Background: an optimization exercise with open tools, aiming at small area. Do not read the settings as production practice. RTL that was checked went through simulation tests only; none was proved equivalent to the original. For runs 4 and 5, only the layout was checked, not whether the RTL still works. In run 6 the design's own scripts or RTL, not TritonCTS, make the clock network. The clock port is modelled as an ideal driver, which makes a skipped or thinned clock tree look cheaper than it is; a real chip needs a root buffer or a tree. Power is estimated from default activity; no workload was simulated.

==> design.v <==
`timescale 1ns / 1ps
module clock_divider(
    input i_clk,
    input i_reset,
    output o_clk,
    output o_tick
    );
    reg r_clk;
    reg [31:0] r_counter;
    assign o_clk = r_clk;
    assign o_tick = (r_counter == 5-1) && !r_clk;
    always @(posedge i_clk or posedge i_reset) begin
        if(i_reset) begin
            r_clk <= 1'b0;
            r_counter <= 0;
        end
        else begin
            if(r_counter == 5-1) begin
                r_counter <= 0;
                r_clk <= ~r_clk;
            end
            else begin
                r_counter <= r_counter + 1;
            end
        end
    end
endmodule
`timescale 1ns / 1ps
module counter_fnd(
    input i_clk,
    input i_reset,
    input i_en,
    output [2:0] o_counter
    );
    reg [2:0] r_counter;
    assign o_counter = r_counter;
    always @(posedge i_clk or posedge i_reset) begin
        if(i_reset) begin
            r_counter <= 0;
        end
        else if(i_en) begin
            r_counter <= r_counter + 1;
        end
    end
endmodule
`timescale 1ns / 1ps
module DecoderFndDigit(
    input [2:0] i_select,
    output [3:0] o_digitPosition
    );
    reg [3:0] r_digitPosition;
    assign o_digitPosition = r_digitPosition;
    always @(i_select) begin
        case(i_select)
            3'b000 : r_digitPosition = 4'b1110;
            3'b001 : r_digitPosition = 4'b1101;
            3'b010 : r_digitPosition = 4'b1011;
            3'b011 : r_digitPosition = 4'b0111;
            3'b100 : r_digitPosition = 4'b1110;
            3'b101 : r_digitPosition = 4'b1101;
            3'b110 : r_digitPosition = 4'b1011;
            3'b111 : r_digitPosition = 4'b0111;
        endcase
    end
endmodule
`timescale 1ns / 1ps
module time_clock_counter(
    input i_clk, i_reset, i_en,
    input i_inc_hour, i_inc_min, i_clr_sec,
    output [5:0] o_hour, o_min, o_sec,
    output [6:0] o_ms
    );
    reg [5:0] r_hour, r_min, r_sec;
    reg [9:0] r_ms;
    assign o_hour = r_hour;
    assign o_min = r_min;
    assign o_sec = r_sec;
    assign o_ms = r_ms/10;
    always @(posedge i_clk or posedge i_reset) begin
        if(i_reset) begin
            r_hour <= 0;
            r_min <= 0;
            r_sec <= 0;
            r_ms <= 0;
        end
        else begin
            if(i_en) begin
            if(r_ms == 999) begin
                r_ms <= 0;
                if(r_sec == 59) begin
                    r_sec <= 0;
                    if(r_min == 59) begin
                        r_min <= 0;
                        if(r_hour == 23) begin
                            r_hour <= 0;
                        end
                        else begin
                            r_hour <= r_hour + 1;
                        end
                    end
                    else begin
                        r_min <= r_min + 1;
                    end
                end
                else begin
                    r_sec <= r_sec + 1;
                end
            end
            else begin
                r_ms <= r_ms + 1;
            end
            end
            if(i_clr_sec) begin
                r_sec <= 0;
                r_ms <= 0;
            end
            if(i_inc_min) begin
                if(r_min == 59) r_min <= 0;
                else r_min <= r_min + 1;
            end
            if(i_inc_hour) begin
                if(r_hour == 23) r_hour <= 0;
                else r_hour <= r_hour + 1;
            end
        end
    end
endmodule
`timescale 1ns / 1ps
module digit_divider(
    input [5:0] i_a, i_b,
    output [3:0] o_four, o_three, o_two, o_one
    );
    assign o_four = i_a/10%10;
    assign o_three = i_a%10;
    assign o_two = i_b/10%10;
    assign o_one = i_b%10;
endmodule
`timescale 1ns / 1ps
module digit_divider_sec(
    input [5:0] i_a,
    input [6:0] i_b,
    output [3:0] o_four, o_three, o_two, o_one
    );
    assign o_four = i_a/10%10;
    assign o_three = i_a%10;
    assign o_two = i_b/10%10;
    assign o_one = i_b%10;
endmodule
`timescale 1ns / 1ps
module comparator(
    input [6:0] i_ms,
    output [3:0] o_fndDP
    );
    assign o_fndDP  = (i_ms < 50) ? 11 : 10;
endmodule
`timescale 1ns / 1ps
module Mux_8x1(
    input [3:0] i_a, i_b, i_c, i_d, i_a1, i_b1, i_c1, i_d1,
    input [2:0] i_sel,
    output [3:0] o_y
    );
    reg [3:0] r_y;
    assign o_y = r_y;
    always @(*) begin
        case (i_sel)
            3'b000 : r_y = i_a;
            3'b001 : r_y = i_b;
            3'b010 : r_y = i_c;
            3'b011 : r_y = i_d;
            3'b100 : r_y = i_a1;
            3'b101 : r_y = i_b1;
            3'b110 : r_y = i_c1;
            3'b111 : r_y = i_d1;
        endcase
    end
endmodule
`timescale 1ns / 1ps
module Mux_2x1(
    input [3:0] i_a, i_b,
    input i_mode, i_onOff,
    output [3:0] o_y
    );
    reg [3:0] r_y;
    assign o_y = r_y;
    always @(*) begin
        if(i_onOff) begin
            r_y = 8'hff;
        end
        else begin
            case (i_mode)
                1'b0 : r_y = i_a;
                1'b1 : r_y = i_b; 
            endcase
        end
    end
endmodule
`timescale 1ns / 1ps
module BCDtoFND_decoder(
    input [3:0] i_value,
    output [7:0] o_font
    );
    reg [7:0] r_font;
    assign o_font = r_font;
    always @(i_value) begin
        r_font = 8'hff;
        case (i_value)
            4'h0 : r_font = 8'hc0;
            4'h1 : r_font = 8'hf9;
            4'h2 : r_font = 8'ha4;
            4'h3 : r_font = 8'hb0;
            4'h4 : r_font = 8'h99;
            4'h5 : r_font = 8'h92;
            4'h6 : r_font = 8'h82;
            4'h7 : r_font = 8'hf8;
            4'h8 : r_font = 8'h80;
            4'h9 : r_font = 8'h90;
            4'ha : r_font = 8'h7f;
        endcase
    end
endmodule
`timescale 1ns / 1ps
module top_time_clock(
    input i_clk, i_reset, i_mode, i_onOff,
    input i_inc_hour, i_inc_min, i_clr_sec,
    output [7:0] o_font,
    output [3:0] o_digit
    );
    wire w_clk, w_tick;
    wire [2:0] w_fndCounter;
    wire [5:0] w_hour, w_min, w_sec;
    wire [6:0] w_ms;
    wire [3:0] w_four, w_three, w_two, w_one, w_hour_min, w_four_s, w_three_s, w_two_s, w_one_s, w_sec_ms, w_value;
    clock_divider clk_div(
        .i_clk(i_clk),
        .i_reset(i_reset),
        .o_clk(w_clk),
        .o_tick(w_tick)
    );
    counter_fnd cnt_fnd(
        .i_clk(i_clk),
        .i_reset(i_reset),
        .i_en(w_tick),
        .o_counter(w_fndCounter)
    );
    DecoderFndDigit fnd_decoder(
        .i_select(w_fndCounter),
        .o_digitPosition(o_digit)
    );
    time_clock_counter time_cnt(
        .i_clk(i_clk),
        .i_reset(i_reset),
        .i_en(w_tick),
        .i_inc_hour(i_inc_hour),
        .i_inc_min(i_inc_min),
        .i_clr_sec(i_clr_sec),
        .o_hour(w_hour),
        .o_min(w_min),
        .o_sec(w_sec),
        .o_ms(w_ms)
    );
    digit_divider hour_min_div(
        .i_a(w_hour),
        .i_b(w_min),
        .o_four(w_four),
        .o_three(w_three),
        .o_two(w_two),
        .o_one(w_one)
    );
    wire [3:0] w_fndDP;
    comparator cmp(
        .i_ms(w_ms),
        .o_fndDP(w_fndDP)
    );
    Mux_8x1 hour_min(
        .i_a(w_one),
        .i_b(w_two),
        .i_c(w_three),
        .i_d(w_four),
        .i_a1(11),
        .i_b1(11),
        .i_c1(w_fndDP),
        .i_d1(11),
        .i_sel(w_fndCounter),
        .o_y(w_hour_min)
    );
    digit_divider_sec sec_div(
        .i_a(w_sec),
        .i_b(w_ms),
        .o_four(w_four_s),
        .o_three(w_three_s),
        .o_two(w_two_s),
        .o_one(w_one_s)
    );
    Mux_8x1 sec(
        .i_a(w_one_s),
        .i_b(w_two_s),
        .i_c(w_three_s),
        .i_d(w_four_s),
        .i_a1(11),
        .i_b1(11),
        .i_c1(w_fndDP),
        .i_d1(11),
        .i_sel(w_fndCounter),
        .o_y(w_sec_ms)
    );
    Mux_2x1 hour_sec_mode(
        .i_onOff(i_onOff),
        .i_a(w_hour_min),
        .i_b(w_sec_ms),
        .i_mode(i_mode),
        .o_y(w_value)
    );
    BCDtoFND_decoder BCD(
        .i_value(w_value),
        .o_font(o_font)
    );
endmodule
==> run.sh <==
#!/bin/bash
# synth_recipe.tcl (not shown) runs the flow's synth.tcl, then flattens the netlist and writes it again
# the make line also repeats each setting of config.mk as NAME=value (left out here)
make -C /OpenROAD-flow-scripts/flow DESIGN_CONFIG=/design/flow/config.mk WORK_HOME=/design/flow/orfs CLKGATE_MAP_FILE= SYNTH_SCRIPT=/design/flow/synth_recipe.tcl finish
==> config.mk <==
export PLATFORM = sky130hd
export DESIGN_NAME = top_time_clock
export DESIGN_NICKNAME = top_time_clock
export VERILOG_FILES = /design/flow/design.v
export SDC_FILE = /design/flow/constraint.sdc
export NUM_CORES = 4
export LEC_CHECK = 0
export CAP_MARGIN = 20
export CORE_MARGIN = 2
export CORE_UTILIZATION = 40
export SLEW_MARGIN = 20
==> constraint.sdc <==
create_clock -name core_clock -period 12.0 [get_ports {i_clk}]
set_input_delay 2.4000 -clock core_clock [delete_from_list [all_inputs] [get_ports {i_clk}]]
set_output_delay 2.4000 -clock core_clock [all_outputs]
set_load 0.01 [all_outputs]
==> results of run 1 <==
==> per-stage QoR <==
stage | util | hold slack, ps | total power, mW | std cells
global route | 0.441 | 498 | 0.891 | 1008
floorplan | - | 443 | 0.498 | 787
CTS | 0.441 | 480 | 0.835 | 1008
finish | 0.441 | 480 | 0.831 | 1008
detailed placement | 0.420 | 469 | 0.556 | 992
global placement | 0.420 | 463 | 0.555 | 992
==> state kept, by name, summed over array words and instances, names as in the netlist <==
register	cells
time_cnt.r_ms	10
time_cnt.r_hour	6
clk_div.r_counter	32
time_cnt.r_min	6
clk_div.r_clk	1
cnt_fnd.r_counter	3
time_cnt.r_sec	6
==> synthesized netlist by cell type (all sizes together), types with 7 or more instances <==
cell type  instances
a31oi             13
nand4             12
xnor2             42
nand2             69
dfrtp             64
buf                8
nor2              81
and3               8
a211oi            15
xor2               8
clkbuf            25
o31ai              8
nand3             42
or2                8
inv               41
o21a               9
mux2               7
a21oi             49
nor2b              8
mux2i             14
nand2b            12
ha                31
nor4              10
nor3              28
a311oi             9
o21ai             48
==> cells in the final DEF, fill, tap and decap left out, types with 7 or more instances in the layout <==
cell / instances
a211oi_1: 11
a21oi_1: 47
a311oi_1: 7
a31oi_1: 12
and3_1: 7
clkbuf_16: 9
clkdlybuf4s50_1: 18
dfrtp_1: 64
ha_1: 31
inv_1: 40
mux2i_1: 14
nand2_1: 68
nand2b_1: 12
nand3_1: 41
nand4_1: 12
nor2_1: 79
nor2b_1: 8
nor3_1: 26
nor4_1: 9
o21a_1: 8
o21ai_0: 42
xnor2_1: 42
xor2_1: 8
==> layout make-up <==
| type | count | area (um^2) | area share |
|---|---|---|---|
| clock buffers | 13 | 250 | 0.0363 |
| repair buffers | 23 | 218 | 0.0316 |
| inverters | 41 | 154 | 0.0223 |
| clock inverters | 3 | 65.1 | 0.00943 |
| multi-input cells | 648 | 4340 | 0.629 |
| flip-flops and latches | 64 | 1600 | 0.232 |
| well taps | 216 | 270 | 0.0392 |
==> power by group through the flow <==
stage	Clock (mW)	Combinational [mW]	Sequential, mW
finish	0.274	0.289	0.268
detailed placement	0	0.286	0.270
global placement	0	0.285	0.270
global route	0.291	0.329	0.272
floorplan	0	0.239	0.260
CTS	0.281	0.287	0.267
==> worst max-delay path, stage by stage, from the launching register on <==
cell             delay (ps)
dfrtp_1                 560
nor2_1                  250
inv_1                    80
ha_1                    320
and2b_1                 360
mux2i_1                 160
a211oi_2                570
a21oi_1                 250
nand2_1                 190
nor2_1                   60
a21oi_1                 130
ha_1                    280
o31ai_2                 540
a31oi_1                 190
nor2_1                  270
ha_1                    250
inv_1                    50
o32ai_1                 100
a21oi_1                 130
o21a_1                  190
a311oi_1                270
o22ai_1                 130
a211oi_1                550
ha_1                    350
inv_1                    70
nor2_1                   50
a21oi_1                 120
clkdlybuf4s50_1         540
==> per-layer routing <==
| metal | part of all wire | vias to the layer above |
|---|---|---|
| met5 | 0 | - |
| met2 | 0.46 | 174 |
| met4 | 0.024 | 0 |
| met3 | 0.046 | 30 |
| met1 | 0.47 | 2750 |
| li1 | - | 2920 |
==> logic make-up (layout without fill, tap and decap cells) <==
| logic type | after synthesis | count (layout) |
|---|---|---|
| flip-flops | 64 | 64 |
| AND/OR/NAND/NOR | 317 | 317 |
| XOR/XNOR | 50 | 50 |
| buffers and inverters | 75 | 80 |
| AO/OA/AOI/OAI | 229 | 229 |
| multiplexers | 21 | 21 |
| adder cells (fa/ha/maj) | 31 | 31 |
==> worst paths after layout <==
kind                                                    to                             from  slack [ps]
max                                              o_font[1]     time_cnt.r_ms[7]$_DFFE_PP0P_        2240
min                        clk_div.r_counter[31]$_DFF_PP0_  clk_div.r_counter[31]$_DFF_PP0_         480
max reg2reg                clk_div.r_counter[31]$_DFF_PP0_   clk_div.r_counter[6]$_DFF_PP0_        8970
min reg2reg                clk_div.r_counter[31]$_DFF_PP0_  clk_div.r_counter[31]$_DFF_PP0_         480
max in group asynchronous  clk_div.r_counter[18]$_DFF_PP0_                          i_reset        8850
min in group asynchronous   clk_div.r_counter[3]$_DFF_PP0_                          i_reset        2640
==> results.toml, run 1 <==
[pwr]
switching_share = 0.342
power_frac_seq = 0.322
power.internal_mw = 0.546
p_comb_frac = 0.348
power.switching_mw = 0.284
p_leak_nw = 2.76
p_clk_frac = 0.330
power.density_mw_per_mm2 = 120
ir_drop_mv = 0.181

[grt]
grt_use_met2 = 0.295
grt_pass1_wl_um = 26100
met3_usage = 0.0250
grt_remaining_overflow = 0
grt_pass1_vias = 5246
busiest_layer = "met2"
antenna_found_initial = 0
grt_usage = 0.190
grtUsageMet1 = 0.271
grt_start_max_net_pins = 65

[drt]
drt-total-wl_um = 15600
drt_iter0_markers = 560
postRouteAntennaNets = 0
viasPerCell = 5.83
vias = 5874
wl_per_cell_um = 15.4
drt-pass1-iter-count = 5
drc = 0

[clock_tree]
cts_max_path_buffers = 2
cts_made_buffers = 9
cts_setup_buffers = 0
h-tree-depth = 3
cts_sinks = 64
cts-root-buf = "clkbuf_16"
ctsResizeCount = 0
path_clk_slew_ps = 50
cts_tree = "done"
clk-insertion-delay-late_ps = 320
cts_hold_repair.buffers = 0

[worst_hold_path]
hp-class = "register to register"
hold_depth = 1

[place]
place.gp.congestion = 0.886
io_buffers = 18
dp_slack_ps = 2700
dp_hpwl_um = 11800
place_area_mm2 = 0.00658

[floorplan]
ios = 19
start_util = 0.405
die_h_um = 130
fp-row-count = 46
die_w_um = 130
core_area_mm2 = 0.0157
die-area_mm2 = 0.0169

[finish]
antenna_cells = 0
area_growth_pct = 8.85
final_area_mm2 = 0.00690
drive_above_1_share = 0.0896
nets = 825
fillerInstances = 1609

[timing]
hold_violations = 0
fin_setup_tns_ps = 0
worstMarginPinSlew_ps = 804
rsz0062_at_grt = "no"
setup_ws_ps = 2240
fin_worst_skew_ps = 5.81
post-route-period-util = 0.813
fmax_ghz = 0.102
setup_violations = 0
maxSlewHeadroom = 0.461
layout_min_cycle_time_ps = 9760
slew_viol_final = 0

[synth]
synthArstFlopShare = 1.00
synth_area_leaders = "dfrtp_1, ha_1, xnor2_1, nor2_1, nand2_1"
postSynthAreaPerCell_um2 = 8.05
seq_area_frac_synth = 0.253
syn_inst = 787
synth_top_area_share = 0.253
synth_enable_flop_cells = 0
synthXorXnorAreaFrac = 0.0691
synth.distinct_cells = 101
synthAdderAreaFrac = 0.0612
netlist_area_mm2 = 0.00634
synth-compound-area-share = 0.264
yosysWarnings = 13
synth_ff_type = "dfrtp_1"
synth_top_family_by_area = "compound AO/OA/AOI/OAI gates"
yosysTopAreaCell = "dfrtp_1"
synth_seq_cells = 64
muxShareOfSynthArea = 0.0352
synth_nets = 825
yosys.area_share.simple = 0.254

[outcome]
status = "timing/DRC/antenna clean"

[setup_path]
critPathKind = "register to primary output"
crit_arrival_ps = 7360
cp_data_required_time_ps = 9600
worst-r2r-cell-count = 13
end_kind = "primary output"
critPathMaxFanout = 19
critPathLaunchType = "register"

[flow_run]
maxCapViolations = 0
==> run 2, diff against run 1 <==
==> design.v (replaced) <==
`timescale 1ns / 1ps
module top_time_clock(
    input i_clk, i_reset, i_mode, i_onOff,
    input i_inc_hour, i_inc_min, i_clr_sec,
    output [7:0] o_font,
    output [3:0] o_digit
    );
    reg [3:0] r_p;                  
    reg [2:0] r_s;                  
    reg [3:0] r_u;                  
    reg [3:0] r_cu, r_ct;           
    reg [3:0] r_su;  reg [2:0] r_st;    
    reg [3:0] r_mu;  reg [2:0] r_mt;    
    reg [3:0] r_hu;  reg [1:0] r_ht;    
    wire tick   = (r_p == 4'd4);
    wire u9     = (r_u == 4'd9);
    wire cu9    = (r_cu == 4'd9);
    wire ct9    = (r_ct == 4'd9);
    wire su9    = (r_su == 4'd9);
    wire st5    = (r_st == 3'd5);
    wire mu9    = (r_mu == 4'd9);
    wire mt5    = (r_mt == 3'd5);
    wire hu9    = (r_hu == 4'd9);
    wire h23    = (r_ht == 2'd2) && (r_hu == 4'd3);
    wire cu_inc  = tick & u9;
    wire ct_inc  = cu_inc & cu9;
    wire su_inc  = ct_inc & ct9;
    wire st_inc  = su_inc & su9;
    wire m_carry = st_inc & st5;
    wire mu_inc  = i_inc_min | m_carry;
    wire mt_inc  = mu_inc & mu9;
    wire h_carry = m_carry & mu9 & mt5;
    wire hu_inc  = i_inc_hour | h_carry;
    always @(posedge i_clk or posedge i_reset) begin
        if (i_reset) begin
            r_p <= 0; r_s <= 0; r_u <= 0; r_cu <= 0; r_ct <= 0;
            r_su <= 0; r_st <= 0; r_mu <= 0; r_mt <= 0; r_hu <= 0; r_ht <= 0;
        end else begin
            r_p <= (r_p == 4'd9) ? 4'd0 : r_p + 4'd1;
            if (tick) r_s <= r_s + 3'd1;
            if (i_clr_sec) begin
                r_u <= 0; r_cu <= 0; r_ct <= 0; r_su <= 0; r_st <= 0;
            end else begin
                if (tick)   r_u  <= u9  ? 4'd0 : r_u + 4'd1;
                if (cu_inc) r_cu <= cu9 ? 4'd0 : r_cu + 4'd1;
                if (ct_inc) r_ct <= ct9 ? 4'd0 : r_ct + 4'd1;
                if (su_inc) r_su <= su9 ? 4'd0 : r_su + 4'd1;
                if (st_inc) r_st <= st5 ? 3'd0 : r_st + 3'd1;
            end
            if (mu_inc) r_mu <= mu9 ? 4'd0 : r_mu + 4'd1;
            if (mt_inc) r_mt <= mt5 ? 3'd0 : r_mt + 3'd1;
            if (hu_inc) begin
                if (h23) begin
                    r_hu <= 0; r_ht <= 0;
                end else if (hu9) begin
                    r_hu <= 0; r_ht <= r_ht + 2'd1;
                end else begin
                    r_hu <= r_hu + 4'd1;
                end
            end
        end
    end
    assign o_digit = ~(4'b0001 << r_s[1:0]);
    reg [3:0] digit;
    always @(*) begin
        case ({i_mode, r_s[1:0]})
            3'b000: digit = r_mu;
            3'b001: digit = {1'b0, r_mt};
            3'b010: digit = r_hu;
            3'b011: digit = {2'b00, r_ht};
            3'b100: digit = r_cu;
            3'b101: digit = r_ct;
            3'b110: digit = r_su;
            default: digit = {1'b0, r_st};
        endcase
    end
    reg [6:0] seg;
    always @(*) begin
        case (digit)
            4'd0: seg = 7'h40;
            4'd1: seg = 7'h79;
            4'd2: seg = 7'h24;
            4'd3: seg = 7'h30;
            4'd4: seg = 7'h19;
            4'd5: seg = 7'h12;
            4'd6: seg = 7'h02;
            4'd7: seg = 7'h78;
            4'd8: seg = 7'h00;
            default: seg = 7'h10;
        endcase
    end
    wire blank = i_onOff | r_s[2];
    assign o_font[6:0] = blank ? 7'h7f : seg;
    assign o_font[7] = ~(~i_onOff & (r_s == 3'd6) & (r_ct >= 4'd5));
endmodule
==> run 2 against run 1 <==
Net effect:
- wire length decreased by 65%
- flip-flop and latch count decreased by 25
- first-iteration DRC count decreased by 82%
- die area decreased by 58%
- cell count decreased by 63%
- via count decreased by 65%
- total power decreased by 56%
- combinational power decreased by 69%
- core utilization increased by 2.0 points
- area after synthesis decreased by 60%
- highest routed layer unchanged
==> results.toml, run 2 <==
[outcome]
status = "timing/DRC/antenna clean"

[finish]
antenna_cells = 0
final_util = 0.461
ff_latch_area_um2 = 976
final_cell_mix = "dfrtp_1, nand2_1, nor2_1"
drive_above_1_share = 0.0748
fillerInstances = 621
area_growth_pct = 12.9
final_common_cell = "dfrtp_1"
nets = 319
multiInputGateArea_mm2 = 0.00146

[synth]
synth_seq_cells = 39
synth_area_leaders = "dfrtp_1, ha_1, mux2i_1, nand2_1, xnor2_1"
synth_ff_type = "dfrtp_1"
synth.distinct_cells = 52
netlist_area_mm2 = 0.00256
syn_inst = 278
synth_common_cells = "dfrtp_1, nand2_1, nor2_1, inv_1, ha_1"
synth_most_common_cell = "dfrtp_1"
yosysTopAreaCell = "dfrtp_1"
synth_nets = 304
seq_area_frac_synth = 0.381
synth_top_area_share = 0.381
yosysWarnings = 1
synthArstFlopShare = 1.00
postSynthAreaPerCell_um2 = 9.22
synth_enable_flop_cells = 0

[place]
place.gp.congestion = 0.849
io_buffers = 18
dp_hpwl_um = 3950

[setup_path]
end_kind = "primary output"
cp_data_required_time_ps = 9600
critPathKind = "primary input to primary output"
crit_arrival_ps = 5090
critPathMaxFanout = 11
critPathLaunchType = "primary input"

[grt]
grt_usage = 0.158
grt_pass1_vias = 1862
antenna_found_initial = 0
grt_remaining_overflow = 0
grt_pass1_wl_um = 9120
grt_start_max_net_pins = 40

[clock_tree]
ctsResizeCount = 0
cts_made_buffers = 5
h-tree-depth = 2
cts_max_path_buffers = 2
cts_sinks = 39
cts-root-buf = "clkbuf_8"
cts_tree = "done"
cts_hold_repair.buffers = 0
cts_setup_buffers = 0
clk-insertion-delay-late_ps = 290
path_clk_slew_ps = 90

[timing]
fin_worst_skew_ps = 8.14
setup_violations = 0
maxSlewHeadroom = 0.373
layout_min_cycle_time_ps = 7490
fin_hold_ws_ps = 508
worstMarginPinSlew_ps = 933
slew_viol_final = 0
fin_setup_tns_ps = 0
rsz0062_at_grt = "no"
post-route-period-util = 0.624
fmax_ghz = 0.134
hold_violations = 0

[drt]
postRouteAntennaNets = 0
wl_per_cell_um = 14.6
drt_iter0_markers = 103
viasPerCell = 5.48
drc = 0
drt-pass1-iter-count = 4
drt-total-wl_um = 5400
vias = 2034

[floorplan]
fp-row-count = 29
die_h_um = 84.0
start_util = 0.408
die-area_mm2 = 0.00706
die_w_um = 84.0
ios = 19
core_area_mm2 = 0.00628

[pwr]
power.density_mw_per_mm2 = 127
p_leak_nw = 1.23
ir_drop_mv = 0.0752
total_power_mw = 0.368

[worst_hold_path]
hp-class = "register to register"

[flow_run]
maxCapViolations = 0
## run 2: cell count changes after synthesis, sizes merged, moves of 12 or more
cell | before | now
nor2 | 81 | 23
dfrtp | 64 | 39
a21oi | 49 | 13
inv | 41 | 20
nand3 | 42 | 8
o21ai | 48 | 15
nand2 | 69 | 27
ha | 31 | 19
a211oi | 15 | 1
nor3 | 28 | 8
clkbuf | 25 | 9
xnor2 | 42 | 10
## run 2: kinds of logic (layout without fill, tap and decap cells)
logic type	after synthesis	after routing	share of synthesized area
AND/OR/NAND/NOR	98	98	0.201
buffers and inverters	32	48	0.0488
XOR/XNOR	13	13	0.0444
multiplexers	16	16	0.0649
AO/OA/AOI/OAI	61	61	0.167
flip-flops	39	39	0.381
adder cells (fa/ha/maj)	19	19	0.0928
## run 2: layout make-up
| class | instances | area share |
|---|---|---|
| Sequential cell | 39 | 0.337 |
| Clock buffer | 5 | 0.0238 |
| Tap cell | 77 | 0.0333 |
| Clock inverter | 3 | 0.00692 |
| Inverter | 20 | 0.0260 |
| Multi-Input combinational cell | 207 | 0.505 |
| Timing Repair Buffer | 20 | 0.0675 |
## run 2: stage by stage
step           instance area [um^2]  worst slack, ps  cells
5_1_grt                        2890             4350    371
4_1_cts                        2890             4540    371
2_1_floorplan                  2560             5560    278
3_3_place_gp                   2800             4610    363
6_report                       2890             4510    371
3_5_place_dp                   2800             4540    363
## run 2: routing by layer
metal / GRT usage / up-vias / wire length [um]
li1: - / 1015 / -
met1: 0.220 / 982 / 2550
met2: 0.253 / 35 / 2600
met3: 0.0346 / 2 / 229
met4: 0.0352 / 0 / 19
met5: 0 / - / 0
## run 2: path summary, 6_finish.rpt
check                                       to  cells after the start  slack [ps]               start
max                                  o_font[3]                      8        4510              i_mode
min                         r_s[2]$_DFFE_PP0N_                      1         510  r_s[2]$_DFFE_PP0N_
min reg2reg                 r_s[2]$_DFFE_PP0N_                      1         510  r_s[2]$_DFFE_PP0N_
max in group asynchronous  r_ht[0]$_DFFE_PP0P_                      3        9120             i_reset
max reg2reg                r_mt[2]$_DFFE_PP0P_                      5        8870    r_p[1]$_DFF_PP0_
min in group asynchronous   r_u[1]$_DFFE_PP0P_                      3        2530             i_reset
## run 2: where the power goes
| group | internal (mW) | total [mW] | switching (mW) |
|---|---|---|---|
| clock network | 0.0405 | 0.0898 | 0.0494 |
| registers | 0.152 | 0.188 | 0.0358 |
| logic | 0.0485 | 0.0903 | 0.0418 |
| total | 0.241 | 0.368 | 0.127 |
## run 2: critical path, cell delays in order
cell and delay [ps]:
clkdlybuf4s50_1 630, nor2b_1 300, nor2_1 100, a22oi_1 420, ha_1 310, and2_1 130, o31ai_1 220, clkdlybuf4s50_1 570
==> run 3, diff against run 2 <==
==> flow/run.sh (new file) <==
#!/bin/bash
# Own layout flow: the standard synthesis (standard.sh synth), then an area-oriented
# re-mapping of the combinational logic only (every register instance kept with its name
# and cell type), then the standard ORFS steps from floorplan to finish, with buf_1 port
# buffers and a small clock tree. Each tool writes its own log in this folder.
set -euo pipefail
source flow/params.sh
WORK=$PWD
RES=$WORK/orfs/results/$FLOW_PLATFORM/top_time_clock/base
export REMAP_LIB=$FLOW_HOME/platforms/$FLOW_PLATFORM/lib/sky130_fd_sc_hd__tt_025C_1v80.lib
export FLOW_TOP

bash standard.sh synth > 1_synth_standard.log 2>&1
cp $RES/1_2_yosys.v $WORK/synth_standard.v

best=""; best_area=""
for s in flow/abc_*.script; do
  n=$(basename $s .script)
  export REMAP_IN=$WORK/synth_standard.v REMAP_OUT=$WORK/remap_$n.v REMAP_SCRIPT=$WORK/$s
  if timeout 900 yosys -c flow/remap.tcl > remap_$n.log 2>&1; then
    a=$(awk '/Chip area/ {print $NF}' $REMAP_OUT.stat)
    echo "$n $a" >> remap_areas.log
    if [[ -z "$best" ]] || awk "BEGIN{exit !($a < $best_area)}"; then best=$REMAP_OUT; best_area=$a; fi
  fi
done
echo "best: $best $best_area" >> remap_areas.log
if [[ -n "$best" ]]; then
  cp $best $RES/1_2_yosys.v
  touch $RES/1_2_yosys.v
fi

bash standard.sh finish \
  "BUFFER_PORTS_ARGS=-buffer_cell sky130_fd_sc_hd__buf_1" \
  "CTS_ARGS=$CTS_ARGS" \
  > 2_finish_standard.log 2>&1
==> flow/abc_a1.script (new file) <==
strash
&get -n
&st
&dch
&nf -a
&put
==> flow/abc_b4.script (new file) <==
strash
&get -n
&deepsyn -T 20
&put
dch -f
amap
==> flow/abc_b5.script (new file) <==
strash
&get -n
&deepsyn -T 20
&put
dch -f
map -a
topo
dnsize
==> flow/params.sh (new file) <==
CTS_ARGS="-sink_clustering_enable -repair_clock_nets -buf_list sky130_fd_sc_hd__clkbuf_4 -dont_use_dummy_load"
==> flow/remap.tcl (new file) <==
# Re-map the combinational logic of the standard synthesis netlist for area.
# Registers are kept as they are (instances, names and cell types).
yosys -import
set lib $::env(REMAP_LIB)
set du {}
foreach c {*probe* *lpflow* *clkdly* *dlygate* *dlymetal* *_16 *_12 *clkbuf* *clkinv* *bufbuf* *bufinv*} {
  lappend du -dont_use $c
}
read_liberty -ignore_miss_func $lib
read_verilog $::env(REMAP_IN)
hierarchy -top $::env(FLOW_TOP)
setattr -mod -set keep_hierarchy 1 sky130_fd_sc_hd__df*
flatten
setattr -mod -set blackbox 1 sky130_fd_sc_hd__df*
hierarchy -top $::env(FLOW_TOP)
yosys rename -hide w:*.*
opt_clean -purge
abc -liberty $lib {*}$du -script $::env(REMAP_SCRIPT)
opt_clean -purge
splitnets
opt_clean -purge
hilomap -singleton -hicell sky130_fd_sc_hd__conb_1 HI -locell sky130_fd_sc_hd__conb_1 LO
insbuf -buf sky130_fd_sc_hd__buf_1 A X
opt_clean -purge
tee -o $::env(REMAP_OUT).stat stat -liberty $lib
write_verilog -noattr -noexpr -nohex -nodec $::env(REMAP_OUT)
==> standard.sh (new file) <==
#!/bin/bash
# synth_recipe.tcl (not shown) runs the flow's synth.tcl, then flattens the netlist and writes it again
# the make line also repeats each setting of config.mk as NAME=value (left out here)
make -C /OpenROAD-flow-scripts/flow DESIGN_CONFIG=/design/flow/config.mk WORK_HOME=/design/flow/orfs CLKGATE_MAP_FILE= SYNTH_SCRIPT=/design/flow/synth_recipe.tcl "${@:-finish}"
removed: run.sh
==> run 3 against run 2 <==
Net effect:
- via count is 18% lower
- clock-buffer cell count stayed put
- largest power group unchanged
- fmax rose by 17%
- critical path type unchanged
- clock skew rose by 8.3 ps
- still clean
- cell area fell by 25%
- area after synthesis decreased by 23%
- die area fell by 22%
==> results.toml, run 3 <==
[outcome]
status = "timing/DRC/antenna clean"

[clock_tree]
path_clk_slew_ps = 90
cts_sinks = 39
cts_setup_buffers = 0
h-tree-depth = 2
ctsResizeCount = 0
cts_tree = "done"
cts-root-buf = "clkbuf_4"
clk-insertion-delay-late_ps = 340
cts_made_buffers = 5
cts_max_path_buffers = 2
cts_hold_repair.buffers = 0

[timing]
setup_violations = 0
fmax_ghz = 0.156
post-route-period-util = 0.534
slew_viol_final = 0
setup_ws_ps = 5590
rsz0062_at_grt = "no"
maxSlewHeadroom = 0.494
layout_min_cycle_time_ps = 6410
fin_worst_skew_ps = 16.4
hold_violations = 0
worstMarginPinSlew_ps = 759
fin_setup_tns_ps = 0

[setup_path]
critPathKind = "primary input to primary output"
slowest_stage = "o41ai_1"
crit_arrival_ps = 4010
crit_top_cell = "buf_1"
r2r_end = "r_hu[3]$_DFFE_PP0P_"
r2r_slack_ps = 7650
cp_data_required_time_ps = 9600
r2r-start = "r_p[1]$_DFF_PP0_"
crit_buf_inv = 3
slowest_delay_ps = 500
critPathLaunchType = "primary input"
crit_chain = "buf_1, inv_1, o21ai_0, o41ai_1, nand2_1, nor2_1, nor3_1, or2_0, buf_1"
critPathMaxFanout = 5
cp_top_family = "simple AND/OR/NAND/NOR gates"
end_kind = "primary output"
worst-r2r-cell-count = 27

[grt]
antenna_found_initial = 0
grt_pass1_vias = 1572
grt_pass1_wl_um = 7250
grt_remaining_overflow = 0
grt_usage = 0.172
grt_start_max_net_pins = 40

[floorplan]
start_util = 0.417
ios = 19
core_area_mm2 = 0.00472
fp-row-count = 25
die-area_mm2 = 0.00551
die_w_um = 74.2
die_h_um = 74.2

[worst_hold_path]
hp-class = "register to register"
min_to = "r_u[3]$_DFFE_PP0P_"
hold_depth = 1
min-delay-start = "r_u[3]$_DFFE_PP0P_"

[place]
dp_slack_ps = 5640
io_buffers = 18
dp_hpwl_um = 3250
post-place-cells = 333
place.gp.congestion = 0.841

[drt]
drc = 0
vias = 1678
viasPerCell = 4.96
wl_per_cell_um = 12.5
drt_iter0_markers = 114
postRouteAntennaNets = 0
drt-pass1-iter-count = 4
drt-total-wl_um = 4220

[finish]
antenna_cells = 0
fillerInstances = 479
final_cell_mix = "nor2_1, inv_1, dfrtp_1"
final_common_cell = "nor2_1"
area_growth_pct = 9.96
stdcell_count = 338
drive_above_1_share = 0.0221
nets = 280

[synth]
postSynthAreaPerCell_um2 = 7.98
netlist_area_mm2 = 0.00197
syn_inst = 247
synth_nets = 254
yosysWarnings = 1

[pwr]
p_leak_nw = 0.970
ir_drop_mv = 0.0713
power.density_mw_per_mm2 = 126

[flow_run]
maxCapViolations = 0
run 3: per-stage QoR:
step	total power [mW]	utilization	hold slack [ps]	cell area, um^2
final	0.274	0.459	483	2170
after global routing	0.293	0.459	524	2170
after CTS	0.278	0.459	486	2170
after detailed placement	0.219	0.451	464	2130
after global placement	0.218	0.451	466	2130
after floorplan	0.203	-	437	1970
run 3: power by group:
group	total [mW]	internal, mW	switching [mW]
Clock	0.0581	0.0196	0.0385
Sequential	0.162	0.150	0.0119
Combinational	0.0542	0.0193	0.0349
run 3: cell type report:
| class | count | area, um^2 | area share |
|---|---|---|---|
| clock buffers | 5 | 37.5 | 0.0173 |
| inverters | 49 | 184 | 0.0848 |
| multi-input cells | 159 | 812 | 0.374 |
| flip-flops and latches | 39 | 976 | 0.450 |
| well taps | 67 | 83.8 | 0.0387 |
| repair buffers | 19 | 75.1 | 0.0346 |
run 3: per-layer routing:
metal	GRT usage	wire, um	vias to the layer above
met3	0.0407	161	5
met1	0.249	2160	772
met5	0	0	-
met2	0.262	1830	25
met4	0.0476	61	0
li1	-	-	876
run 3: worst max path at each step:
| stage | from | to | slack (ps) | depth (start not counted) |
|---|---|---|---|---|
| floorplan | i_mode | o_font[3] | 5970 | 6 |
| global placement | i_mode | o_font[5] | 5740 | 11 |
| detailed placement | i_mode | o_font[5] | 5640 | 10 |
| CTS | i_mode | o_font[5] | 5640 | 10 |
| global route | i_mode | o_font[5] | 5390 | 10 |
| finish | i_mode | o_font[3] | 5590 | 9 |
==> run 4, diff against run 3 <==
==> design.v (replaced) <==
`timescale 1ns / 1ps
module top_time_clock(
    input i_clk, i_reset, i_mode, i_onOff,
    input i_inc_hour, i_inc_min, i_clr_sec,
    output [7:0] o_font,
    output [3:0] o_digit
    );
    reg [2:0] r_q; reg r_t;
    reg [2:0] r_s;
    reg [3:0] r_u;
    reg [6:0] r_c;
    reg [5:0] r_sec, r_min;
    reg [4:0] r_hour;
    wire w = r_q[2] & ~r_q[1];
    wire tick = w & ~r_t;
    wire u9 = (r_u == 4'd9);
    wire c99 = (r_c == 7'd99);
    wire s59 = (r_sec == 6'd59);
    wire m59 = (r_min == 6'd59);
    wire h23 = (r_hour == 5'd23);
    wire c_inc = tick & u9;
    wire s_inc = c_inc & c99;
    wire m_carry = s_inc & s59;
    wire m_inc = i_inc_min | m_carry;
    wire h_inc = i_inc_hour | (m_carry & m59);
    always @(posedge i_clk or posedge i_reset) begin
        if (i_reset) begin
            r_q <= 0; r_t <= 0; r_s <= 0; r_u <= 0; r_c <= 0; r_sec <= 0; r_min <= 0; r_hour <= 0;
        end else begin
            r_q <= {r_q[1:0], ~(r_q[1] | r_q[2])};
            if (w) r_t <= ~r_t;
            if (tick) r_s <= r_s + 3'd1;
            if (i_clr_sec) begin
                r_u <= 0; r_c <= 0; r_sec <= 0;
            end else begin
                if (tick) r_u <= u9 ? 4'd0 : r_u + 4'd1;
                if (c_inc) r_c <= c99 ? 7'd0 : r_c + 7'd1;
                if (s_inc) r_sec <= s59 ? 6'd0 : r_sec + 6'd1;
            end
            if (m_inc) r_min <= m59 ? 6'd0 : r_min + 6'd1;
            if (h_inc) r_hour <= h23 ? 5'd0 : r_hour + 5'd1;
        end
    end
    assign o_digit = ~(4'b0001 << r_s[1:0]);
    reg [6:0] x;
    always @(*) begin
        case ({i_mode, r_s[1]})
            2'b00: x = {1'b0, r_min};
            2'b01: x = {2'b0, r_hour};
            2'b10: x = r_c;
            default: x = {1'b0, r_sec};
        endcase
    end
    wire [3:0] digit = r_s[0] ? x / 7'd10 : x % 7'd10;
    reg [6:0] seg;
    always @(*) begin
        case (digit)
            4'd0: seg = 7'h40;
            4'd1: seg = 7'h79;
            4'd2: seg = 7'h24;
            4'd3: seg = 7'h30;
            4'd4: seg = 7'h19;
            4'd5: seg = 7'h12;
            4'd6: seg = 7'h02;
            4'd7: seg = 7'h78;
            4'd8: seg = 7'h00;
            default: seg = 7'h10;
        endcase
    end
    wire blank = i_onOff | r_s[2];
    assign o_font[6:0] = blank ? 7'h7f : seg;
    assign o_font[7] = ~(~i_onOff & (r_s == 3'd6) & (r_c >= 7'd50));
endmodule
==> flow/abc_c1.script (new file) <==
strash
&get -n
&deepsyn -T 15 -S 1
&put
dch -f
amap -m
==> flow/abc_c2.script (new file) <==
strash
&get -n
&deepsyn -T 15 -S 2
&put
dch -f
amap -m
==> flow/abc_c3.script (new file) <==
strash
&get -n
&deepsyn -T 15 -S 3
&put
dch -f
amap -m
removed: flow/abc_a1.script
removed: flow/abc_b5.script
==> run 4 against run 3 <==
Net effect:
- sequential power fell by about 10%
- register-to-register slack gained 490 ps
- global-route usage is 1.0 points lower
- combinational power is 54% higher
- via count fell by 2.1%
- core utilization up 0.38 points
- sequential share of layout area shrank 2.4 points
- worst setup slack got worse by 2400 ps
- first-iteration DRC count decreased by 18%
- cell count fell by 6.8%
- area after synthesis shrank 4.7%
- largest power group unchanged
==> results.toml, run 4 <==
[synth]
netlist_area_mm2 = 0.00188
yosysWarnings = 1
postSynthAreaPerCell_um2 = 7.86
syn_inst = 239
synth_nets = 246

[timing]
worstMarginPinSlew_ps = 572
layout_min_cycle_time_ps = 8800
setup_ws_ps = 3200
rsz0062_at_grt = "no"
slew_viol_final = 0
fin_worst_skew_ps = 11.9
fin_setup_tns_ps = 0
fmax_ghz = 0.114
post-route-period-util = 0.734
maxSlewHeadroom = 0.618
hold_violations = 0
setup_violations = 0

[grt]
grt_pass1_wl_um = 6660
grt_usage = 0.162
grt_pass1_vias = 1438
antenna_found_initial = 0
grt_remaining_overflow = 0
grt_start_max_net_pins = 36

[clock_tree]
cts_setup_buffers = 0
clk-insertion-delay-late_ps = 330
ctsResizeCount = 0
cts_made_buffers = 5
path_clk_slew_ps = 100
cts_max_path_buffers = 2
cts_sinks = 35
cts-root-buf = "clkbuf_4"
cts_hold_repair.buffers = 0
h-tree-depth = 2
cts_tree = "done"

[place]
dp_hpwl_um = 3100
io_buffers = 18
dp_slack_ps = 3300
place.gp.congestion = 0.873
place_area_mm2 = 0.00202

[pwr]
p_leak_nw = 0.892
power.density_mw_per_mm2 = 137
ir_drop_mv = 0.0697

[finish]
nets = 272
final_area_mm2 = 0.00206
area_growth_pct = 9.45
drive_above_1_share = 0.0228
regMostFlops = "r_c"
multiInputGateArea_um2 = 872
antenna_cells = 0
final_cell_mix = "nor2_1, inv_1, dfrtp_1"
reg_top3 = "r_c (7), r_min (6), r_sec (6)"
final_common_cell = "nor2_1"
fillerInstances = 464
ff_latch_area_um2 = 876
largest_reg_flops = 7

[setup_path]
critPathKind = "primary input to primary output"
critPathLaunchType = "primary input"
cp_data_required_time_ps = 9600
end_kind = "primary output"
critPathMaxFanout = 6
crit_arrival_ps = 6400

[floorplan]
core_area_mm2 = 0.00444
die_w_um = 72.5
start_util = 0.423
die-area_mm2 = 0.00526
ios = 19
die_h_um = 72.5
fp-row-count = 24

[drt]
postRouteAntennaNets = 0
drt_iter0_markers = 93
drt-pass1-iter-count = 5
viasPerCell = 5.21
drt-total-wl_um = 4080
wl_per_cell_um = 12.9
drc = 0
vias = 1642

[flow_run]
maxCapViolations = 0

[worst_hold_path]
hp-class = "register to register"

[outcome]
status = "timing/DRC/antenna clean"
-- run 4: path summary, 6_finish.rpt --
check / depth (start not counted) / endpoint / startpoint / slack, ps
setup reg to reg: 21 / r_min[4]$_DFFE_PP0P_ / r_q[1]$_DFF_PP0_ / 8140
hold reg to reg: 0 / r_q[1]$_DFF_PP0_ / r_q[0]$_DFF_PP0_ / 360
min in group asynchronous: 3 / r_u[1]$_DFFE_PP0P_ / i_reset / 2120
hold / removal: 0 / r_q[1]$_DFF_PP0_ / r_q[0]$_DFF_PP0_ / 360
setup / recovery: 20 / o_font[3] / i_mode / 3200
max in group asynchronous: 3 / r_sec[3]$_DFFE_PP0P_ / i_reset / 9550
-- run 4: layer usage --
layer	up-vias	global-route usage	part of all wire	wire length, um
li1	867	-	-	-
met1	722	0.237	0.52	2110
met2	43	0.228	0.42	1700
met3	10	0.0417	0.044	180
met4	0	0.0679	0.021	87
met5	-	0	0	0
-- run 4: area by class of cell --
class                      count  share of cell area
clock buffer                   5              0.0182
inverter                      35              0.0639
multi-input combinational    169               0.424
tap                           52              0.0316
sequential                    35               0.426
timing repair buffer          19              0.0365
-- run 4: critical path, stage by stage --
cell and delay (ps):
buf_1 170, or2_0 310, o22ai_1 140, a31oi_1 150
o21ai_0 220, nor3_1 260, o21ai_0 160, a21oi_1 170
o21a_1 150, or2_0 140, a21boi_0 260, nand2_1 150
o21ai_0 340, o22ai_1 110, o21ai_0 450, a21oi_1 90
nor2b_1 170, o31ai_1 240, o21bai_1 150, buf_1 170
-- run 4: through the flow --
stage | std cells | hold WS, ps | total power [mW] | utilization
after floorplan | 239 | 331 | 0.211 | -
after global placement | 310 | 341 | 0.230 | 0.454
after detailed placement | 310 | 340 | 0.229 | 0.454
after CTS | 315 | 372 | 0.285 | 0.463
after global routing | 315 | 385 | 0.306 | 0.463
final | 315 | 363 | 0.283 | 0.463
-- run 4: report_power, final --
group | switching (mW) | internal [mW] | leakage [nW] | total (mW)
Combinational | 0.0536 | 0.0297 | 0.428 | 0.0834
Sequential | 0.0112 | 0.133 | 0.441 | 0.145
Clock | 0.0350 | 0.0196 | 0.0230 | 0.0546
Total | 0.0998 | 0.183 | 0.892 | 0.283
==> run 5, diff against run 4 <==
==> flow/params.sh (replaced) <==
CTS_ARGS="-sink_clustering_enable -repair_clock_nets -buf_list sky130_fd_sc_hd__clkbuf_8 -sink_clustering_size 50 -sink_clustering_max_diameter 1000 -dont_use_dummy_load"
==> run 5 against run 4 <==
Net effect:
- cell area is 1.5% higher
- sequential share of layout area is 0.64 points lower
- combinational power hardly changed
- via count hardly changed
- synthesized cell count stayed put
- still clean
- flip-flop and latch count stayed put
- non-clock buffer count stayed put
- wire length hardly changed
- fmax is 0.25% lower
- global-route usage is 0.088 points higher
- die area stayed put
- critical path depth stayed put
==> results.toml, run 5 <==
[setup_path]
crit_top_cell = "o21ai_0"
r2r_slack_ps = 8140
critPathMaxFanout = 6
slowest_stage = "o21ai_0"
slowest_delay_ps = 450
end_kind = "primary output"
cp_data_required_time_ps = 9600
crit_arrival_ps = 6430
critPathKind = "primary input to primary output"
critPathLaunchType = "primary input"
crit_chain = "buf_1, or2_0, o22ai_1, a31oi_1, o21ai_0, nor3_1, o21ai_0, a21oi_1, o21a_1, or2_0, a21boi_0, nand2_1, o21ai_0, o22ai_1, o21ai_0, a21oi_1, nor2b_1, o31ai_1, o21bai_1, buf_1"

[finish]
nets = 272
final_common_cell = "nor2_1"
antenna_cells = 0
final_cell_mix = "nor2_1, inv_1, dfrtp_1"
largest_reg_flops = 7
regMostFlops = "r_c"
area_growth_pct = 11.1
fillerInstances = 464
drive_above_1_share = 0.0228
reg_top3 = "r_c (7), r_min (6), r_sec (6)"

[clock_tree]
cts-root-buf = "clkbuf_8"
path_clk_slew_ps = 70
cts_setup_buffers = 0
cts_sinks = 35
cts_max_path_buffers = 2
cts_hold_repair.buffers = 0
clk-insertion-delay-late_ps = 280
cts_made_buffers = 5
h-tree-depth = 2
cts_tree = "done"
ctsResizeCount = 0

[drt]
drt_iter0_markers = 78
wl_per_cell_um = 12.9
viasPerCell = 5.22
drt-pass1-iter-count = 5
postRouteAntennaNets = 0
vias = 1643
drc = 0
drt-total-wl_um = 4070

[place]
io_buffers = 18
place.gp.congestion = 0.873
dp_hpwl_um = 3100
dp_slack_ps = 3300

[synth]
yosysWarnings = 1
netlist_area_mm2 = 0.00188
synth_nets = 246
postSynthAreaPerCell_um2 = 7.86
syn_inst = 239

[floorplan]
core_area_mm2 = 0.00444
die-area_mm2 = 0.00526
ios = 19
die_w_um = 72.5
die_h_um = 72.5
fp-row-count = 24
start_util = 0.423

[grt]
grt_usage = 0.163
grt_start_max_net_pins = 36
antenna_found_initial = 0
grt_pass1_wl_um = 6660
grt_pass1_vias = 1438
grt_remaining_overflow = 0

[timing]
slew_viol_final = 0
fmax_ghz = 0.113
setup_violations = 0
hold_violations = 0
worstMarginPinSlew_ps = 572
layout_min_cycle_time_ps = 8830
setup_ws_ps = 3170
fin_setup_tns_ps = 0
fin_worst_skew_ps = 8.98
rsz0062_at_grt = "no"
maxSlewHeadroom = 0.618
post-route-period-util = 0.735

[pwr]
power.density_mw_per_mm2 = 145
p_leak_nw = 0.905
ir_drop_mv = 0.0663

[outcome]
status = "timing/DRC/antenna clean"

[worst_hold_path]
hp-class = "register to register"

[flow_run]
maxCapViolations = 0
## run 5: stage by stage
stage                     area, um^2   util  hold slack, ps  total power, mW  cells
after floorplan                 1880      -             331            0.211    239
after global placement          2020  0.454             341            0.230    310
after detailed placement        2020  0.454             340            0.229    310
after CTS                       2090  0.470             362            0.305    315
after global routing            2090  0.470             375            0.326    315
final                           2090  0.470             356            0.303    315
## run 5: worst paths after layout
| path | startpoint | end | depth (start not counted) |
|---|---|---|---|
| max in group asynchronous | i_reset | r_min[5]$_DFFE_PP0P_ | 3 |
| hold / removal | r_q[0]$_DFF_PP0_ | r_q[1]$_DFF_PP0_ | 0 |
| hold reg to reg | r_q[0]$_DFF_PP0_ | r_q[1]$_DFF_PP0_ | 0 |
| setup reg to reg | r_q[1]$_DFF_PP0_ | r_min[4]$_DFFE_PP0P_ | 21 |
| setup / recovery | i_mode | o_font[3] | 20 |
| min in group asynchronous | i_reset | r_u[1]$_DFFE_PP0P_ | 3 |
## run 5: area by class of cell
class	count	area (um^2)	share of cell area
clock buffer	5	68.8	0.0330
inverter	35	131	0.0629
timing repair buffer	19	75.1	0.0359
tap	52	65.1	0.0312
sequential	35	876	0.419
multi-input combinational	169	872	0.418
## run 5: critical path, delay by kind of cell
kind            cells  cell delay, ps
compound gates     13            2650
simple gates        5            1030
buf+inv             2             340
## run 5: layer usage
layer | GRT usage | vias up | wire [um]
met5 | 0 | - | 0
met2 | 0.227 | 41 | 1670
met1 | 0.237 | 722 | 2120
met4 | 0.0741 | 0 | 125
li1 | - | 866 | -
met3 | 0.0417 | 14 | 156
## run 5: report_power, final
part           total, mW  switching (mW)  internal [mW]
Sequential         0.145          0.0112          0.134
Combinational     0.0836          0.0538         0.0297
Clock             0.0751          0.0377         0.0374
==> run 6, diff against run 5 <==
--- a/design.v
+++ b/design.v
@@ -14,9 +14,9 @@
     wire w = r_q[2] & ~r_q[1];
     wire tick = w & ~r_t;
-    wire u9 = (r_u == 4'd9);
-    wire c99 = (r_c == 7'd99);
-    wire s59 = (r_sec == 6'd59);
-    wire m59 = (r_min == 6'd59);
-    wire h23 = (r_hour == 5'd23);
+    wire u9 = r_u[3] & r_u[0];
+    wire c99 = r_c[6] & r_c[5] & r_c[1] & r_c[0];
+    wire s59 = r_sec[5] & r_sec[4] & r_sec[3] & r_sec[1] & r_sec[0];
+    wire m59 = r_min[5] & r_min[4] & r_min[3] & r_min[1] & r_min[0];
+    wire h23 = r_hour[4] & r_hour[2] & r_hour[1] & r_hour[0];
     wire c_inc = tick & u9;
     wire s_inc = c_inc & c99;
@@ -52,5 +52,12 @@
         endcase
     end
-    wire [3:0] digit = r_s[0] ? x / 7'd10 : x % 7'd10;
+    function [3:0] a3; input [3:0] v; a3 = (v >= 4'd5) ? v + 4'd3 : v; endfunction
+    wire [3:0] dd_a = a3({1'b0, x[6:4]});
+    wire [3:0] dd_b = a3({dd_a[2:0], x[3]});
+    wire [3:0] dd_c = a3({dd_b[2:0], x[2]});
+    wire [3:0] dd_d = a3({dd_c[2:0], x[1]});
+    wire [3:0] ones = {dd_d[2:0], x[0]};
+    wire [3:0] tens = {dd_a[3], dd_b[3], dd_c[3], dd_d[3]};
+    wire [3:0] digit = r_s[0] ? tens : ones;
     reg [6:0] seg;
     always @(*) begin
--- a/flow/run.sh
+++ b/flow/run.sh
@@ -14,13 +14,19 @@
 cp $RES/1_2_yosys.v $WORK/synth_standard.v
 
+for s in flow/abc_*.script; do
+  n=$(basename $s .script)
+  ( export REMAP_IN=$WORK/synth_standard.v REMAP_OUT=$WORK/remap_$n.v REMAP_SCRIPT=$WORK/$s
+    timeout 900 yosys -c flow/remap.tcl > remap_$n.log 2>&1 || true ) &
+  while (( $(jobs -r | wc -l) >= ${NUM_CORES:-4} )); do sleep 1; done
+done
+wait
 best=""; best_area=""
 for s in flow/abc_*.script; do
   n=$(basename $s .script)
-  export REMAP_IN=$WORK/synth_standard.v REMAP_OUT=$WORK/remap_$n.v REMAP_SCRIPT=$WORK/$s
-  if timeout 900 yosys -c flow/remap.tcl > remap_$n.log 2>&1; then
-    a=$(awk '/Chip area/ {print $NF}' $REMAP_OUT.stat)
-    echo "$n $a" >> remap_areas.log
-    if [[ -z "$best" ]] || awk "BEGIN{exit !($a < $best_area)}"; then best=$REMAP_OUT; best_area=$a; fi
-  fi
+  f=$WORK/remap_$n.v
+  [[ -f $f.stat && -f $f ]] || continue
+  a=$(awk '/Chip area/ {print $NF}' $f.stat)
+  echo "$n $a" >> remap_areas.log
+  if [[ -z "$best" ]] || awk "BEGIN{exit !($a < $best_area)}"; then best=$f; best_area=$a; fi
 done
 echo "best: $best $best_area" >> remap_areas.log
@@ -33,3 +39,4 @@
   "BUFFER_PORTS_ARGS=-buffer_cell sky130_fd_sc_hd__buf_1" \
   "CTS_ARGS=$CTS_ARGS" \
+  "PRE_CTS_TCL=$PRE_CTS_TCL" \
   > 2_finish_standard.log 2>&1
==> flow/abc_j1.script (new file) <==
strash
&get -n
&deepsyn -J 400 -T 240 -S 11
&put
dch -f
amap -m
==> flow/abc_j2.script (new file) <==
strash
&get -n
&deepsyn -J 400 -T 240 -S 22
&put
dch -f
amap -m
==> flow/abc_j3.script (new file) <==
strash
&get -n
&deepsyn -J 400 -T 240 -S 33
&put
dch -f
amap -m
==> flow/abc_j4.script (new file) <==
strash
&get -n
&deepsyn -J 400 -T 240 -S 44
&put
dch -f
amap -m
==> flow/abc_j5.script (new file) <==
strash
&get -n
&deepsyn -J 400 -T 240 -S 55
&put
dch -f
amap -m
==> flow/abc_j6.script (new file) <==
strash
&get -n
&deepsyn -J 400 -T 240 -S 66
&put
dch -f
amap -m
==> flow/abc_j7.script (new file) <==
strash
&get -n
&deepsyn -J 400 -T 240 -S 77
&put
dch -f
amap -m
==> flow/abc_j8.script (new file) <==
strash
&get -n
&deepsyn -J 400 -T 240 -S 88
&put
dch -f
amap -m
==> flow/abc_k1.script (new file) <==
strash
&get -n
&deepsyn -J 400 -T 240 -S 5
&put
dch -f
map -a
==> flow/cts_single.tcl (new file) <==
# PRE_CTS hook: build the clock tree by hand and skip TritonCTS. The register clock pins
# are split into CLOCK_BUF_COUNT groups by x position; each group gets one clock buffer
# at its centre, and every buffer is driven straight from the clock port (one level of
# buffers, so all registers see the same clock arrival).
set block [ord::get_db_block]
set db [ord::get_db]
set master [$db findMaster $::env(CLOCK_BUF_CELL)]
set nbuf $::env(CLOCK_BUF_COUNT)
set clknet [[$block findBTerm $::env(CLOCK_PORT_NAME)] getNet]
set sinks {}
foreach it [$clknet getITerms] {
  set loc [[$it getInst] getLocation]
  lappend sinks [list [lindex $loc 0] [lindex $loc 1] $it]
}
set sinks [lsort -integer -index 0 $sinks]
set n [llength $sinks]
for {set b 0} {$b < $nbuf} {incr b} {
  set lo [expr {($b * $n) / $nbuf}]
  set hi [expr {(($b + 1) * $n) / $nbuf - 1}]
  set net [odb::dbNet_create $block clknet_$b]
  $net setSigType CLOCK
  set inst [odb::dbInst_create $block $master clkbuf_$b]
  set sx 0; set sy 0; set k 0
  foreach s [lrange $sinks $lo $hi] {
    lassign $s x y it
    set sx [expr {$sx + $x}]; set sy [expr {$sy + $y}]; incr k
    $it disconnect
    $it connect $net
  }
  [$inst findITerm A] connect $clknet
  [$inst findITerm X] connect $net
  $inst setLocation [expr {$sx / $k}] [expr {$sy / $k}]
  $inst setPlacementStatus PLACED
  puts "clock buffer clkbuf_$b ($::env(CLOCK_BUF_CELL)) drives $k clock pins"
}
rename clock_tree_synthesis orig_clock_tree_synthesis
proc clock_tree_synthesis { args } { puts "clock_tree_synthesis skipped: clock buffers built by hand" }
==> flow/params.sh (replaced) <==
CTS_ARGS="-sink_clustering_enable -repair_clock_nets -buf_list sky130_fd_sc_hd__clkbuf_4 -dont_use_dummy_load"
# one hand-made clock buffer instead of TritonCTS (empty PRE_CTS_TCL keeps TritonCTS)
PRE_CTS_TCL=$PWD/flow/cts_single.tcl
export CLOCK_BUF_CELL=sky130_fd_sc_hd__clkbuf_8
export CLOCK_BUF_COUNT=2
export CLOCK_PORT_NAME=i_clk
removed: flow/abc_b4.script
removed: flow/abc_c1.script
removed: flow/abc_c2.script
removed: flow/abc_c3.script
==> run 6 against run 5 <==
Net effect:
- still clean
- via count decreased by 2.7%
- clock power fell by 38%
- global-route usage decreased by 0.99 points
- hold slack improved by 5.1 ps
- sequential power is essentially flat
- wire length down 7.4%
- synthesized cell count fell by 0.42%
- fmax is 13% higher
- first-iteration DRC count increased by 69%
- area after synthesis is 2.3% lower
- core utilization down 1.3 points
- cell count fell by 1.3%
- highest routed layer unchanged
==> results.toml, run 6 <==
[setup_path]
crit_top_cell = "nor2_1"
cp_top_family = "simple AND/OR/NAND/NOR gates"
critPathKind = "primary input to primary output"
crit_buf_inv = 2
critPathMaxFanout = 7
slowest_stage = "o21ai_0"
slowest_delay_ps = 320
crit_arrival_ps = 5440
end_kind = "primary output"
cp_data_required_time_ps = 9600
critPathLaunchType = "primary input"
crit_chain = "buf_1, nand2_1, a21oi_1, o21a_1, nor2_1, o21ai_0, nor2_1, nor2_1, nand2_1, o21ai_0, a31o_1, or2_0, o21ai_0, and3_1, nor2_1, nor2_1, nor2_1, a21oi_1, o21ai_0, nor2_1, buf_1"

[timing]
setup_violations = 0
fin_setup_tns_ps = 0
fmax_ghz = 0.128
slew_viol_final = 0
hold_violations = 0
rsz0062_at_grt = "no"
post-route-period-util = 0.653
worstMarginPinSlew_ps = 589
fin_worst_skew_ps = 10.2
layout_min_cycle_time_ps = 7840
maxSlewHeadroom = 0.604

[pwr]
power.density_mw_per_mm2 = 129
p_clk_frac = 0.179
ir_drop_mv = 0.0684
power.internal_mw = 0.173
switching_share = 0.328
power.switching_mw = 0.0848
power_frac_seq = 0.563
p_leak_nw = 0.879
p_comb_frac = 0.258

[worst_hold_path]
hp-class = "register to register"

[synth]
yosysWarnings = 1
netlist_area_mm2 = 0.00184
syn_inst = 238
synth_nets = 245
postSynthAreaPerCell_um2 = 7.72

[grt]
busiest_layer = "met2"
grt_remaining_overflow = 0
met3_usage = 0.0155
grt_pass1_wl_um = 6640
grt_start_max_net_pins = 36
grt_pass1_vias = 1559
grt_use_met2 = 0.264
antenna_found_initial = 0
grtUsageMet1 = 0.209
grt_usage = 0.153

[floorplan]
fp-row-count = 24
die-area_mm2 = 0.00515
die_h_um = 71.8
ios = 19
core_area_mm2 = 0.00438
start_util = 0.419
die_w_um = 71.8

[finish]
reg_top3 = "r_c (7), r_min (6), r_sec (6)"
drive_above_1_share = 0.0116
fillerInstances = 470
final_util = 0.457
nets = 268
area_growth_pct = 9.13
ff_latch_area_um2 = 876
final_common_cell = "nor2_1"
multiInputGateArea_um2 = 803
largest_reg_flops = 7
regMostFlops = "r_c"
final_cell_mix = "nor2_1, inv_1, dfrtp_1"
antenna_cells = 0

[drt]
drc = 0
drt-total-wl_um = 3770
postRouteAntennaNets = 0
drt_iter0_markers = 132
drt-pass1-iter-count = 4
vias = 1598
viasPerCell = 5.14
wl_per_cell_um = 12.1

[clock_tree]
path_clk_slew_ps = 100
cts_setup_buffers = 0
ctsResizeCount = 0
cts_hold_repair.buffers = 0
clk-insertion-delay-late_ps = 170

[place]
dp_hpwl_um = 2940
place.gp.congestion = 0.894
io_buffers = 18

[outcome]
status = "timing/DRC/antenna clean"

[flow_run]
maxCapViolations = 0
## run 6: layer usage
metal | part of all wire | up-vias | wire length, um
met5 | 0 | - | 0
met4 | 0.0090 | 0 | 34
met3 | 0.040 | 3 | 149
met2 | 0.44 | 27 | 1680
met1 | 0.51 | 729 | 1910
li1 | - | 839 | -
## run 6: power groups by stage
stage	Combinational, mW	Sequential, mW	Clock [mW]
final	0.0667	0.145	0.0462
after global routing	0.0778	0.147	0.0531
after CTS	0.0665	0.148	0.0329
after detailed placement	0.0661	0.148	0
after global placement	0.0659	0.148	0
after floorplan	0.0540	0.143	0
## run 6: cell type report
class,instances,area share
multi-input cells,161,0.401
plain buffers,2,0.0137
repair buffers,19,0.0375
flip-flops and latches,35,0.437
well taps,52,0.0325
inverters,42,0.0787
## run 6: path summary, 6_finish.rpt
path | start | end | slack [ps] | cells after the start
max | i_mode | o_font[0] | 4160 | 21
min in group asynchronous | i_reset | r_c[3]$_DFFE_PP0P_ | 2280 | 3
min reg2reg | r_q[0]$_DFF_PP0_ | r_q[1]$_DFF_PP0_ | 360 | 0
max reg2reg | r_q[1]$_DFF_PP0_ | r_min[5]$_DFFE_PP0P_ | 8260 | 18
min | r_q[0]$_DFF_PP0_ | r_q[1]$_DFF_PP0_ | 360 | 0
max in group asynchronous | i_reset | r_hour[2]$_DFFE_PP0P_ | 9410 | 3
## run 6: metrics by stage
| stage | cells | setup WS (ps) | instance area, um^2 | hold WS (ps) | power (mW) |
|---|---|---|---|---|---|
| after floorplan | 238 | 4570 | 1840 | 331 | 0.197 |
| after global placement | 309 | 4210 | 1980 | 333 | 0.214 |
| after global routing | 311 | 3730 | 2000 | 383 | 0.278 |
| after detailed placement | 309 | 4210 | 1980 | 337 | 0.214 |
| final | 311 | 4160 | 2000 | 361 | 0.258 |
| after CTS | 311 | 4200 | 2000 | 337 | 0.247 |
## run 6: worst register-to-register path: cells and delay by family, from the launching register on
family                 cells  cell delay, ps
DFF                        1             400
buffers and inverters      3             270
and+or+nand+nor           15            3010

-- what the ideal ports hide --
How much do the figures lean on ideal ports? The routed layouts below were timed once more, with nothing changed but the port constraints.
Step 1: set_driving_cell puts a clkbuf_16 on i_clk and a buf_2 on each other input, an assumption about the parent block.
Step 2 adds t to the input delays and takes it off the output delays; t is the mean of the earliest and latest rising clock arrival at the registers after step 1. Input paths then give back, and output paths get back, about the clock's delay inside the block.
Slacks: no drivers / after step 1 / after step 2; pairs: no drivers / after step 1.
run | shift t [ns] | setup WS [ns] | pins driven straight from the clock port
run 1 | 0.354 | 2.241 / 2.207 / 2.562 | 1
run 2 | 0.315 | 4.510 / 4.477 / 4.477 | 1
run 3 | 0.360 | 5.594 / 5.571 / 5.571 | 1
run 4 | 0.347 | 3.196 / 3.169 / 3.169 | 1
run 5 | 0.305 | 3.175 / 3.147 / 3.147 | 1
run 6 | 0.199 | 4.160 / 4.136 / 4.136 | 2
After both steps every run listed still meets setup and hold. For run 2, which loses most, drivers alone change the setup slack by -0.033 ns; drivers and shift together by -0.033 ns.
